Context: an optimization exercise on an open-source flow, tuned for small area. The choices shown serve that exercise and are no tape-out recipe. RTL that was checked went through simulation tests only; none was proved equivalent to the original. Power is estimated from default activity; no workload was simulated.

wip/ember:
// tang_nano_9k_riscv_monitor
module tang_nano_9k_riscv_monitor
(
  input clk_27mhz,
  input button_s1,
  input uart_rx,
  output [6-1:0] led,
  output uart_tx
);
clock: 37.0 ns
lec_check: 0
cap_margin: 20
core_margin: 2
core_utilization: 65
place_density: 0.75
slew_margin: 20
standard.sh (not shown) runs the stock make flow with config.mk's settings and CLKGATE_MAP_FILE= SYNTH_SCRIPT=/design/flow/synth_recipe.tcl, a recipe that flattens the netlist after the stock synthesis.
==> flow/flow/run.sh <==
#!/bin/bash
# The standard layout, with clock tree synthesis told not to add dummy loads
# and to cluster the flip-flops under clkbuf_8 buffers.
set -euo pipefail
export CTS_ARGS="-sink_clustering_enable -repair_clock_nets -dont_use_dummy_load -buf_list sky130_fd_sc_hd__clkbuf_8 -sink_clustering_size 20 -sink_clustering_max_diameter 35"
bash standard.sh > standard.log 2>&1
wip/ember | status: complete | timing, DRC, antenna: pass
Setup changes, wip/ember to wip/yarrow
- PLACE_DENSITY: 0.75 -> 0.9
- CORE_UTILIZATION: 65 -> 80
==> flow/flow/run.sh <==
#!/bin/bash
# The standard layout, with clock tree synthesis told not to add dummy loads
# and to cluster the flip-flops under clkbuf_8 buffers.
set -euo pipefail
export CTS_ARGS="-sink_clustering_enable -repair_clock_nets -dont_use_dummy_load -buf_list sky130_fd_sc_hd__clkbuf_8 -sink_clustering_size 20 -sink_clustering_max_diameter 30"
bash standard.sh > standard.log 2>&1
Notes after the runs:
Summary of wip/yarrow over wip/ember: worst setup slack has decreased; critical path depth went down; number of buffer and inverter stages on the critical path decreased by 1 relative to the old numbers.
Changes in wip/sierra relative to wip/yarrow:
- CORE_UTILIZATION: 80 -> 60
- PLACE_DENSITY: 0.9 -> 0.7
==> flow/flow/run.sh <==
#!/bin/bash
# The standard layout, with clock tree synthesis told not to add dummy loads.
set -euo pipefail
export CTS_ARGS="-sink_clustering_enable -repair_clock_nets -dont_use_dummy_load -buf_list sky130_fd_sc_hd__clkbuf_16 -sink_clustering_size 36 -sink_clustering_max_diameter 50"
bash standard.sh > standard.log 2>&1
Notes after the runs:
Per the final summary, wip/yarrow finished and its layout is clean on timing, DRC and antenna. Both conditions hold for wip/sierra: the flow ran to the end and the final layout passed the timing, DRC and antenna checks. Non-clock buffer count, wip/yarrow and wip/sierra: larger value in wip/yarrow. Min mean number of vias per cell across wip/yarrow and wip/sierra: wip/sierra. [compare] base=wip/yarrow new=wip/sierra: reported net switching power shows a reduction of about 13%; fmax has increased; total congestion overflow after global routing roughly the same.
--- input diff wip/sierra..wip/xenon ---
- swapping 0.7 for 0.8 in PLACE_DENSITY
- swapping 60 for 70 in CORE_UTILIZATION
==> flow/flow/run.sh <==
#!/bin/bash
# The standard layout, with clock tree synthesis told not to add dummy loads.
set -euo pipefail
export CTS_ARGS="-sink_clustering_enable -repair_clock_nets -dont_use_dummy_load -buf_list sky130_fd_sc_hd__clkbuf_8 -sink_clustering_size 22 -sink_clustering_max_diameter 40"
bash standard.sh > standard.log 2>&1
Findings:
Looking at growth of design area from synthesis to finish, wip/xenon sits 1.9 points lower than wip/sierra does.
Against wip/sierra, wip/xenon reports a clock buffer count that is higher.
Share of final layout cell area taken by non-clock buffers: wip/sierra vs wip/xenon, no meaningful difference
The via count reported for wip/xenon is higher than the one for wip/sierra.
Sort wip/sierra and wip/xenon by sequential share of layout area, descending, and wip/xenon comes first.
The hold slack of wip/xenon was inferior to that of wip/sierra.
Minimum period implied by the final worst setup slack ends up lower on wip/xenon.
Between wip/xenon and wip/sierra, the period utilization does not differ in any meaningful way.
Of the two candidates, wip/sierra has the worse total internal power and wip/xenon the better one.
Overall routed net length: wip/xenon vs wip/sierra up 6.0%
Relative to wip/xenon, the following input files were edited for wip/umber:
==> flow/flow/run.sh <==
#!/bin/bash
# The standard layout, with clock tree synthesis told not to add dummy loads
# and how to cluster the flip-flops.
set -euo pipefail
export CTS_ARGS="-sink_clustering_enable -repair_clock_nets -dont_use_dummy_load -buf_list sky130_fd_sc_hd__clkbuf_16 -sink_clustering_size 30 -sink_clustering_max_diameter 40"
bash standard.sh > standard.log 2>&1
Results
When the final numbers for wip/umber and wip/xenon were put side by side, the setup slack turned out to be smaller in wip/xenon. Going from wip/xenon to wip/umber, ratio of cells with drive above 1 in the final layout saw a decrease; via density per instance now larger; clock period minus final worst setup slack now sits lower; met2 usage in global routing now larger. Placer's final routability congestion estimate: wip/umber vs wip/xenon identical. Logic depth of the worst register-to-register path: wip/xenon vs wip/umber identical. There was hardly any difference in maximum frequency from static timing analysis between wip/umber and wip/xenon.


tang_nano_9k_riscv_monitor again, from the RTL that the note above started with.
Design tang_nano_9k_riscv_monitor, start of the top module:
module tang_nano_9k_riscv_monitor
(
  input clk_27mhz,
  input button_s1,
  input uart_rx,
  output [6-1:0] led,
  output uart_tx
);
export LEC_CHECK = 0
export CAP_MARGIN = 20
export CORE_MARGIN = 2
export CORE_UTILIZATION = 70
export PLACE_DENSITY = 0.8
export SLEW_MARGIN = 20
create_clock -name core_clock -period 37.0 [get_ports {clk_27mhz}]
==> flow/flow/run.sh <==
#!/bin/bash
# The standard layout, with clock tree synthesis told not to add dummy loads
# and to cluster the flip-flops under clkbuf_8 buffers.
set -euo pipefail
export CTS_ARGS="-sink_clustering_enable -repair_clock_nets -dont_use_dummy_load -buf_list sky130_fd_sc_hd__clkbuf_8 -sink_clustering_size 18 -sink_clustering_max_diameter 40"
bash standard.sh > standard.log 2>&1
The baseline completed without violations.
Next try:
==> flow/flow/run.sh (replaced) <==
#!/bin/bash
# The standard layout, with clock tree synthesis told not to add dummy loads
# and to cluster the flip-flops under clkbuf_8 buffers.
set -euo pipefail
export CTS_ARGS="-sink_clustering_enable -repair_clock_nets -dont_use_dummy_load -buf_list sky130_fd_sc_hd__clkbuf_8 -sink_clustering_size 20 -sink_clustering_max_diameter 40"
bash standard.sh > standard.log 2>&1
What happened:
- routed wire length is lower slightly
- hold slack is worse by 0.020 ns
- via count is lower slightly
- clock skew is lower by 0.040 ns
- utilization is lower by 0.17 points
- total power is lower slightly
- die area is unchanged
- setup slack is about the same
- flip-flop and latch count is unchanged


Another version of the RTL of tang_nano_9k_riscv_monitor (not shown whole).
Size: roughly 4900 cells after synthesis, ~3000 flip-flops, roughly 10 I/O pins, ~70000 um^2 of cells after synthesis.
clock: 37.0 ns
lec_check: 0
abc_area: 1
cap_margin: 20
core_margin: 2
core_utilization: 60
cts_buf_list: sky130_fd_sc_hd__clkbuf_8
cts_cluster_diameter: 40
cts_cluster_size: 16
place_density: 0.7
slew_margin: 20
run.sh (not shown) runs the stock make flow with config.mk's settings and CLKGATE_MAP_FILE= SYNTH_SCRIPT=/design/flow/synth_recipe.tcl, a recipe that flattens the netlist after the stock synthesis.
Stock flow here: none of the scripts above is used.
Then changed:
CORE_UTILIZATION = 40   (was 60)
CTS_BUF_LIST = sky130_fd_sc_hd__clkbuf_16   (was sky130_fd_sc_hd__clkbuf_8)
CTS_CLUSTER_DIAMETER = 60   (was 40)
CTS_CLUSTER_SIZE = 30   (was 16)
PLACE_DENSITY = 0.6   (was 0.7)
Global-route usage went down by 5.8 points.
Utilization went down by 21 points.
Count of clock-buffer cells in the layout went down by 107.
Fmax is about the same.
Final cell count went up by 10%.
No run of this note included a check of the RTL's function; only the layout flow was run.

-- re-timing with driven ports --
In the flow no input, the clock included, has a driving cell. The finished layouts below were timed again as built, in two steps. Step 1, drivers: a clkbuf_16 drives clk_27mhz and a buf_2 each remaining input, both assumed. Step 2 also shifts input and output timing later by t, the mid clock arrival at the registers, as if the neighbouring blocks saw the same clock. a / b / c = ideal / step 1 / step 2; a / b = the first two.
| run | t (ns) | setup WS [ns] | hold WS [ns] | worst slew at a driven data input, ns |
|---|---|---|---|---|
| wip/ember | 0.978 | 20.431 / 20.411 / 20.411 | 0.238 / 0.238 / 0.238 | 0.03 |
| wip/yarrow | 1.028 | 20.262 / 20.195 / 20.195 | 0.259 / 0.259 / 0.259 | 0.07 |
| wip/sierra | 0.803 | 20.350 / 20.329 / 20.329 | 0.237 / 0.237 / 0.237 | 0.03 |
| wip/xenon | 0.904 | 20.404 / 20.381 / 20.381 | 0.216 / 0.216 / 0.216 | 0.03 |
| wip/umber | 0.810 | 20.414 / 20.392 / 20.392 | 0.243 / 0.243 / 0.243 | 0.03 |
| the first run of note 2 | 0.903 | 20.409 / 20.387 / 20.387 | 0.268 / 0.268 / 0.268 | 0.03 |
| the second run of note 2 | 0.914 | 20.411 / 20.388 / 20.388 | 0.248 / 0.248 / 0.248 | 0.03 |
| the first run of note 3 | 0.950 | 20.667 / 20.646 / 20.646 | 0.296 / 0.296 / 0.296 | 0.03 |
| the second run of note 3 | 0.855 | 20.704 / 20.683 / 20.683 | 0.308 / 0.308 / 0.308 | 0.03 |
After both steps setup and hold are still met in every run listed. For wip/yarrow, which loses most, drivers alone change the setup slack by -0.067 ns; drivers and shift together by -0.067 ns.
